Background: an optimization exercise with open tools, aiming at small area. Do not read the settings as production practice.
Function was checked by simulation only, so behaviour that the tests miss may differ from the original.
Power and IR drop assume default switching activity.

==> flow/design.v <==
module LDST_SEQUENCER (
    input           clock,
    input           clock_enable,
    input           reset,
    output  [15:0]  instruction_bus_address,
    input   [12:0]  instruction_bus_data,
    output  [7:0]   io_bus_address,
    output  [7:0]   io_bus_data_out,
    input   [7:0]   io_bus_data_in,
    output          io_bus_out,
    output          io_bus_in
);
    wire    [11:0]  ins = instruction_bus_data[11:0];
    wire    [7:0]   d   = ins[7:0];
    wire    transfer    = ~ins[11] & ~ins[10];
    wire    load        = transfer & ~ins[8];
    wire    store       = transfer &  ins[8];
    wire    ld_bus      = load & ~ins[9];
    wire    subroutine  = ~ins[11] & ins[10];
    wire    call        = subroutine & ~ins[8];
    wire    ret         = subroutine &  ins[8];
    wire    internal    = ~|d[7:2];
    wire    sel_a       = internal & (d[1:0] == 2'd0);
    wire    sel_b       = internal & (d[1:0] == 2'd1);
    wire    sel_f       = internal & (d[1:0] == 2'd2);
    wire    sel_alu     = internal & (d[1:0] == 2'd3);
    wire    ex_store    = clock_enable & store;
    wire    ex_load     = clock_enable & load;
    reg     [7:0]   work;
    reg     [7:0]   reg_a;
    reg     [7:0]   reg_b;
    reg     [7:0]   alu_op;
    reg             flag_o, flag_c, flag_z;
    reg     [15:0]  pc;
    wire    [7:0]   op2     = alu_op[3] ? {8{alu_op[1]}} : (reg_b ^ {8{alu_op[1]}});
    wire            cin     = alu_op[1] ? ~(alu_op[0] & ~flag_c) : (alu_op[0] & flag_c);
    wire    [7:0]   g       = reg_a & op2;
    wire    [7:0]   p       = reg_a ^ op2;
    wire    [8:0]   c;
    assign  c[0] = cin;
    genvar  i;
    generate
        for (i = 0; i < 8; i = i + 2) begin : carry_chain
            wire    gg = g[i+1] | (p[i+1] & g[i]);
            wire    pp = p[i+1] & p[i];
            assign  c[i+1] = g[i] | (p[i] & c[i]);
            assign  c[i+2] = gg | (pp & c[i]);
        end
    endgenerate
    wire    [2:0]   fn      = alu_op[7:5];
    wire            sel_p   = (fn == 3'b001) | (fn == 3'b010) | (fn == 3'b100);
    wire            sel_g   = (fn == 3'b000) | (fn == 3'b001);
    wire            is_add  = (fn == 3'b100);
    wire            is_shl  = (fn == 3'b101);
    wire            is_shr  = fn[2] & fn[1];
    wire    [7:0]   logic_res = ({8{sel_p}} & p) ^ (({8{sel_g}} & g) | ({8{is_add}} & c[7:0]));
    wire    [7:0]   shl_res   = {reg_a[6:0], cin};
    wire    [7:0]   shr_res   = {cin | (alu_op[5] & reg_a[7]), reg_a[7:1]};
    wire    [7:0]   res_mux   = ({8{is_shl}} & shl_res)
                              | ({8{is_shr}} & shr_res)
                              | ({8{~(is_shl | is_shr)}} & logic_res);
    wire    [7:0]   alu_res   = res_mux ^ {8{alu_op[2]}};
    wire            c_out   = (is_add & c[8]) | (is_shl & reg_a[7]) | (is_shr & reg_a[0]) | (~alu_op[7] & flag_c);
    wire            o_out   = is_add ? (~(reg_a[7] ^ op2[7]) & (reg_a[7] ^ logic_res[7])) : flag_o;
    wire            z_out   = ~|alu_res;
    wire            ld_reg  = ex_load & ~ins[9];
    wire            w_imm   = ex_load & ins[9];
    wire            w_io    = ld_reg & ~internal;
    wire            w_a     = ld_reg & sel_a;
    wire            w_b     = ld_reg & sel_b;
    wire            w_f     = ld_reg & sel_f;
    wire            w_alu   = ld_reg & sel_alu;
    wire    [7:0]   work_next = ({8{w_imm}} & d)
                              | ({8{w_io}}  & io_bus_data_in)
                              | ({8{w_a}}   & reg_a)
                              | ({8{w_b}}   & reg_b)
                              | ({8{w_f}}   & {5'd0, flag_o, flag_c, flag_z})
                              | ({8{w_alu}} & alu_res)
                              | ({8{~ex_load}} & work);
    always @(posedge clock, posedge reset) begin
        if (reset)
            work <= 8'h00;
        else
            work <= work_next;
    end
    always @(posedge clock, posedge reset) begin
        if (reset) begin
            reg_a  <= 8'h00;
            reg_b  <= 8'h00;
            alu_op <= 8'h00;
        end else begin
            if (ex_store & sel_a)   reg_a  <= work;
            if (ex_store & sel_b)   reg_b  <= work;
            if (ex_store & sel_alu) alu_op <= work;
        end
    end
    always @(posedge clock, posedge reset) begin
        if (reset)
            {flag_o, flag_c, flag_z} <= 3'b000;
        else if (ex_store & sel_f)
            {flag_o, flag_c, flag_z} <= work[2:0];
        else if (w_alu)
            {flag_o, flag_c, flag_z} <= {o_out, c_out, z_out};
    end
    reg     [15:0]  st0, st1, st2, st3;
    reg     [3:0]   valid;
    wire            push    = clock_enable & call;
    wire            pop     = clock_enable & ret;
    wire    [15:0]  pc_inc  = pc + {15'd0, clock_enable};
    wire            hold    = ~push & ~pop;
    always @(posedge clock) begin
        st0 <= ({16{push}} & pc_inc) | ({16{pop}} & st1) | ({16{hold}} & st0);
        st1 <= ({16{push}} & st0)    | ({16{pop}} & st2) | ({16{hold}} & st1);
        st2 <= ({16{push}} & st1)    | ({16{pop}} & st3) | ({16{hold}} & st2);
        if (push)
            st3 <= st2;
    end
    always @(posedge clock, posedge reset) begin
        if (reset)
            valid <= 4'd0;
        else if (push)
            valid <= {valid[2:0], 1'b1};
        else if (pop)
            valid <= {1'b0, valid[3:1]};
    end
    wire    taken   = ins[11] & (~|ins[10:8] | |(ins[10:8] & {flag_o, flag_c, flag_z}));
    wire            sel_ret = clock_enable & ret & valid[0];
    wire            sel_jmp = clock_enable & (call | taken);
    wire            sel_inc = ~(clock_enable & (ret | call | taken));
    wire    [15:0]  pc_next = ({16{sel_ret}} & st0)
                            | ({16{sel_jmp}} & {work, d})
                            | ({16{sel_inc}} & pc_inc);
    always @(posedge clock, posedge reset) begin
        if (reset)
            pc <= 16'h0000;
        else
            pc <= pc_next;
    end
    assign  instruction_bus_address = pc;
    assign  io_bus_address          = d;
    assign  io_bus_data_out         = work;
    assign  io_bus_out              = store;
    assign  io_bus_in               = ld_bus;
endmodule
==> flow/flow/run.sh <==
#!/bin/bash
# Own layout flow: the standard ORFS flow, with an area-oriented synthesis
# (no full/half-adder extraction, an area-mapping ABC script), synthesis's
# pass-through buffers removed before port buffering, small port buffers and
# a clock tree without dummy loads. Each tool's output goes to a
# log of its own in this folder.
set -euo pipefail
W=$(pwd)
F=$W/flow

# Synthesis script: ORFS's synth.tcl with the ABC script swapped for ours.
sed -e "s|log_cmd abc {\*}\$abc_args|log_cmd abc -script $F/area.abc {*}[lrange \$abc_args 2 end]|" \
    "$FLOW_HOME/scripts/synth.tcl" > "$W/own_synth_body.tcl"
grep -q "area.abc" "$W/own_synth_body.tcl"
sed -e "s|\$::env(SCRIPTS_DIR)/synth.tcl|$W/own_synth_body.tcl|" synth_recipe.tcl > "$W/own_synth.tcl"
grep -q own_synth_body "$W/own_synth.tcl"

# standard.sh with our synthesis script and extra knobs.
# flow/knobs.txt: one extra make variable assignment per line.
EXTRA="ADDER_MAP_FILE= PRE_GLOBAL_PLACE_TCL=$F/pre_gpl.tcl"
while IFS= read -r line; do
  [[ -z "$line" || "$line" == \#* ]] && continue
  EXTRA="$EXTRA '$line'"
done < "$F/knobs.txt"
sed -e "s|SYNTH_SCRIPT=[^ ]*|SYNTH_SCRIPT=$W/own_synth.tcl $EXTRA|" standard.sh > "$W/own_standard.sh"
grep -q own_synth "$W/own_standard.sh"

bash "$W/own_standard.sh" finish > "$W/flow_make.log" 2>&1
==> flow/flow/area.abc <==
strash
&get -n
&dc2
&dch -f
&nf -R 1000
&put
topo
==> flow/flow/knobs.txt <==
BUFFER_PORTS_ARGS=-buffer_cell sky130_fd_sc_hd__buf_1
CTS_ARGS=-sink_clustering_enable -repair_clock_nets -dont_use_dummy_load -buf_list sky130_fd_sc_hd__clkbuf_4
==> flow/flow/pre_gpl.tcl <==
# Before port buffering and global placement: remove the buffers synthesis
# put on pass-through wires (instruction_bus_data[7:0] to io_bus_address),
# as the standard flow's timing-driven placement does; buffer_ports then
# gives every port its own buffer.
remove_buffers
==> flow/standard.sh <==
#!/bin/bash
# synth_recipe.tcl (not shown) runs the flow's synth.tcl, then flattens the netlist and writes it again
# the make line also repeats each setting of config.mk as NAME=value (left out here)
make -C /OpenROAD-flow-scripts/flow DESIGN_CONFIG=/design/flow/config.mk WORK_HOME=/design/flow/orfs CLKGATE_MAP_FILE= SYNTH_SCRIPT=/design/flow/synth_recipe.tcl "${@:-finish}"
==> flow/config.mk <==
export PLATFORM = sky130hd
export DESIGN_NAME = LDST_SEQUENCER
export DESIGN_NICKNAME = LDST_SEQUENCER
export VERILOG_FILES = /design/flow/design.v
export SDC_FILE = /design/flow/constraint.sdc
export NUM_CORES = 4
export LEC_CHECK = 0
export CAP_MARGIN = 10
export CORE_MARGIN = 2
export CORE_UTILIZATION = 55
export GPL_TIMING_DRIVEN = 0
export SETUP_SLACK_MARGIN = 0.05
export SLEW_MARGIN = 10
==> flow/constraint.sdc <==
create_clock -name core_clock -period 3.5 [get_ports {clock}]
set_input_delay 0.7000 -clock core_clock [delete_from_list [all_inputs] [get_ports {clock}]]
set_output_delay 0.7000 -clock core_clock [all_outputs]
set_load 0.01 [all_outputs]
==> summary.md <==
| Metric | Value |
|---|---|
| First-pass DRT Iterations | `9` |
| Tcrit/Tclk final | `92.3%` |
| Synth top area cells | `dfrtp_1 (25%), dfxtp_1 (18%), edfxtp_1 (9.0%), a222oi_1 (8.6%), mux2_1 (4.8%)` |
| DRT Wirelength | `13.6 mm` |
| Sequential fraction of the synthesis area | `52.2%` |
| Drt wl/cell | `19.1 um` |
| Final HPWL DP | `9.14 mm` |
| Layout Cells excl Fill | `712` |
| Ant diodes | `0` |
| Clock root buffer | `clkbuf_4` |
| RSZ-0062 raised after global routing | `false` |
| Crit path DAT | `3.62 ns` |
| Final net count | `605` |
| Die Area | `10,500 um2` |
| Most common cell after layout, fill and taps aside | `buf_1` |
| Routing usage on met2 | `43.7%` |
| Post-synth EDFFs | `16` |
| Mapped Area | `5350 um2` |
| R2r endpoint | `work[6]$_DFF_PP0_` |
| Max-slew violation count | `0` |
| Yosys top cell by area | `dfrtp_1` |
| Core area | `9590 um2` |
| Initial Util | `55.8%` |
| Iter 0 DRT Violations | `442` |
| Clock sink count | `118` |
| Cell Area, Placed | `5730 um2` |
| Worst path most repeated cell | `nor2_1` |
| Std-Cell Rows | `36` |
| H-tree lvl count | `4` |
| Die height | `103 um` |
| # DRC | `0` |
| Worst R2R Path Depth | `17` |
| Initial antenna violation count | `0` |
| YS warnings | `1` |
| Most Crowded Layer GR | `met2` |
| Setup TNS | `0 ns` |
| Max Root-Sink Buffers | `2` |
| Distinct cells, synth | `42` |
| Post-synth net total | `531` |
| Synth Register Bits | `118` |
| Fmax | `0.310 GHz` |
| WS Path Type | `flop to flop` |
| Largest net degree at the start of global routing | `49` |
| Vias in the first global route | `4,145` |
| Status | `timing/DRC/antenna clean` |
| Worst Path Required | `3.89 ns` |
| CTS tree | `done` |
| Ys flop type | `dfrtp_1` |
| Crit path launch type | `flop` |
| Pwr dens | `514 nW/um2` |
| Synth async-reset ratio | `45.8%` |
| Placer Congestion | `0.935` |
| Global-route wire length before repair | `21.5 mm` |
| Critical Path End Type | `flop` |
| Hold Vio Cnt, Final | `0` |
| GR Util met3 | `6.78%` |
| Final setup viols | `0` |
| MaxCap Viol Count | `0` |
| Final Critical Period | `3.23 ns` |
| Vias per inst | `6.39` |
| Most frequent cells in the layout | `buf_1 (56), dfrtp_1 (53), dfxtp_1 (48)` |
| Final Skew | `0.0273 ns` |
| HP Class | `primary input to asynchronous set/reset pin` |
| Cts bufs inserted | `17` |
| Worst Max-Slew Pin Slew | `1.04 ns` |
| Ports | `58` |
| Setup slack, reg-to-reg | `0.27 ns` |
| Via count | `4,548` |
| Area grow syn2layout | `11.3%` |
| Worst path max stage delay | `0.44 ns` |
| Overall fraction of global-route tracks in use | `26.9%` |
| Layout cells sized above 1 | `6.74%` |
| Worst Path Max Fanout | `7` |
| Top cell type's share of synthesized area | `25.3%` |
| Tot Pwr | `3060 uW` |
| Clk Latency, worst-skew pair | `0.50 ns` |
| Clock-pin slew on the worst setup and hold paths | `0.09 ns` |
| Worst slew margin | `29.8%` |
| Peak supply drop | `0.296 mV` |
| Placed cells | `691` |
| Syn Inst Count | `507` |
| Synthesized area per cell | `10.6 um2` |
| Met1 Use GR | `35.2%` |
| IO buf count | `56` |
| Grt ovf | `0` |
| Post-DRT Antenna Nets | `0` |
| Post-layout util | `62.1%` |
| Crit-path slowest cell | `dfrtp_1` |
| Critical path, cell by cell | `xor2_4, buf_4, a21oi_1, and2_1, o21ai_2, a21o_1, a21oi_2, o21bai_1, nor2_1, nor2_1, nor2_1, a21oi_1, xnor2_1, a221oi_2, xor2_1, o31ai_1, a221o_1` |
| Final non-filler cell area | `5950 um2` |
| Leak Pwr | `0.00234 uW` |
| Worst R2R Start | `alu_op[3]$_DFFE_PP0P_` |
| Overall die width | `103 um` |
## state kept, by name, summed over array words and instances, names as in the netlist
| name | flops |
|---|---|
| flag_o | 1 |
| st3 | 16 |
| st0 | 16 |
| reg_b | 8 |
| st2 | 16 |
| work | 8 |
| pc | 16 |
| alu_op | 7 |
| valid | 4 |
| reg_a | 8 |
| st1 | 16 |
| flag_z | 1 |
| flag_c | 1 |
## cell usage after synthesis, drive strengths merged (2+ instances only)
library cell	number
nand2b	2
a221oi	6
nand2	25
a221o	10
o31ai	5
xnor2	13
nor2b	2
and2	10
nor3	13
a21oi	16
edfxtp	16
a222oi	46
dfxtp	48
or3	3
a21o	8
o22ai	2
nand3	15
or2	2
xor2	9
nor2	41
clkinv	41
nor4	2
a22oi	32
buf	8
nor3b	2
and3	2
nand3b	2
nand4	2
mux2	23
o21ai	36
dfrtp	54
## stage by stage
step                setup slack (ns)  hold WS [ns]
finish                         0.271         0.157
global route                  0.0330         0.156
CTS                           0.0797         0.140
detailed placement            -0.719         0.445
global placement               -1.18         0.441
floorplan                      0.198         0.430
## timing repair
item,4_1_cts,5_1_grt
gates resized for setup,4,10
pin swaps,1,4
endpoints found under the hold margin,0,0
setup endpoints to repair,8,5
hold buffers,0,0
setup buffers,3,1
## worst max path at each step
stage                              end  slack, ns             startpoint  cells after the start
finish               work[6]$_DFF_PP0_       0.27  alu_op[3]$_DFFE_PP0P_                     17
global route         work[6]$_DFF_PP0_       0.03  alu_op[3]$_DFFE_PP0P_                     17
CTS                 flag_z$_DFFE_PP0P_       0.08  alu_op[1]$_DFFE_PP0P_                     14
detailed placement  flag_z$_DFFE_PP0P_      -0.72  alu_op[1]$_DFFE_PP0P_                     15
global placement      pc[14]$_DFF_PP0_      -1.18           clock_enable                      5
floorplan           flag_z$_DFFE_PP0P_       0.20  alu_op[1]$_DFFE_PP0P_                     15
## cell families after synthesis
logic type | Yosys count | share of synthesized area, %
AO/OA/AOI/OAI | 167 | 23.8
XOR/XNOR | 22 | 3.60
adder cells (fa/ha/maj) | 1 | 0.187
buffers and inverters | 49 | 4.00
flip-flops | 118 | 52.2
multiplexers | 24 | 5.03
AND/OR/NAND/NOR | 126 | 11.2
## layout make-up
cell class | instances | area, um2
Clock buffer | 17 | 128
Fill cell | 841 | 3640
Inverter | 41 | 156
Multi-Input combinational cell | 340 | 2410
Sequential cell | 118 | 2790
Tap cell | 133 | 166
Timing Repair Buffer | 63 | 300
## per-layer routing
layer / wire (um) / vias up / part of all wire [%]
li1: - / 2130 / -
met3: 945 / 17 / 7.0
met2: 6650 / 166 / 49
met5: 0 / - / 0
met4: 187 / 0 / 1.4
met1: 5790 / 2235 / 43
## report_power, final
part	total, uW	internal, uW	switching, uW
registers	1870	1640	230
clock network	640	222	418
logic	553	260	293
## worst max-delay path: cells and delay by family (launching register included)
kind	cells	cell delay, ns
buffers and inverters	1	0.18
AOI/OAI and AO/OA	9	1.38
DFF	1	0.44
and+or+nand+nor	4	0.48
xor gates and xnor gates	3	0.62

==> port drivers added, routing unchanged <==
The results above use ideal ports. As a check the final layout listed here was re-extracted and re-timed, cells and wires unchanged.
Step 1 sets driving cells, clkbuf_16 on the clock port and buf_2 on the other inputs (assumed; they add their load-dependent delay and slew).
Step 2, shift: input delay + t, output delay - t, t = (earliest + latest rising clock arrival at the registers) / 2. This alone moves slack from input paths to output paths.
Slacks: ideal ports / drivers / drivers and shift; pairs: ideal ports / drivers.
t (ns): 0.524
setup slack, ns: 0.271 / 0.271 / 0.183
worst setup path after step 2: input to register
pins driven straight from the clock port: 1
After both steps setup and hold are still met in this run. For this run, drivers alone change the setup slack by 0.000 ns; drivers and shift together by -0.088 ns.
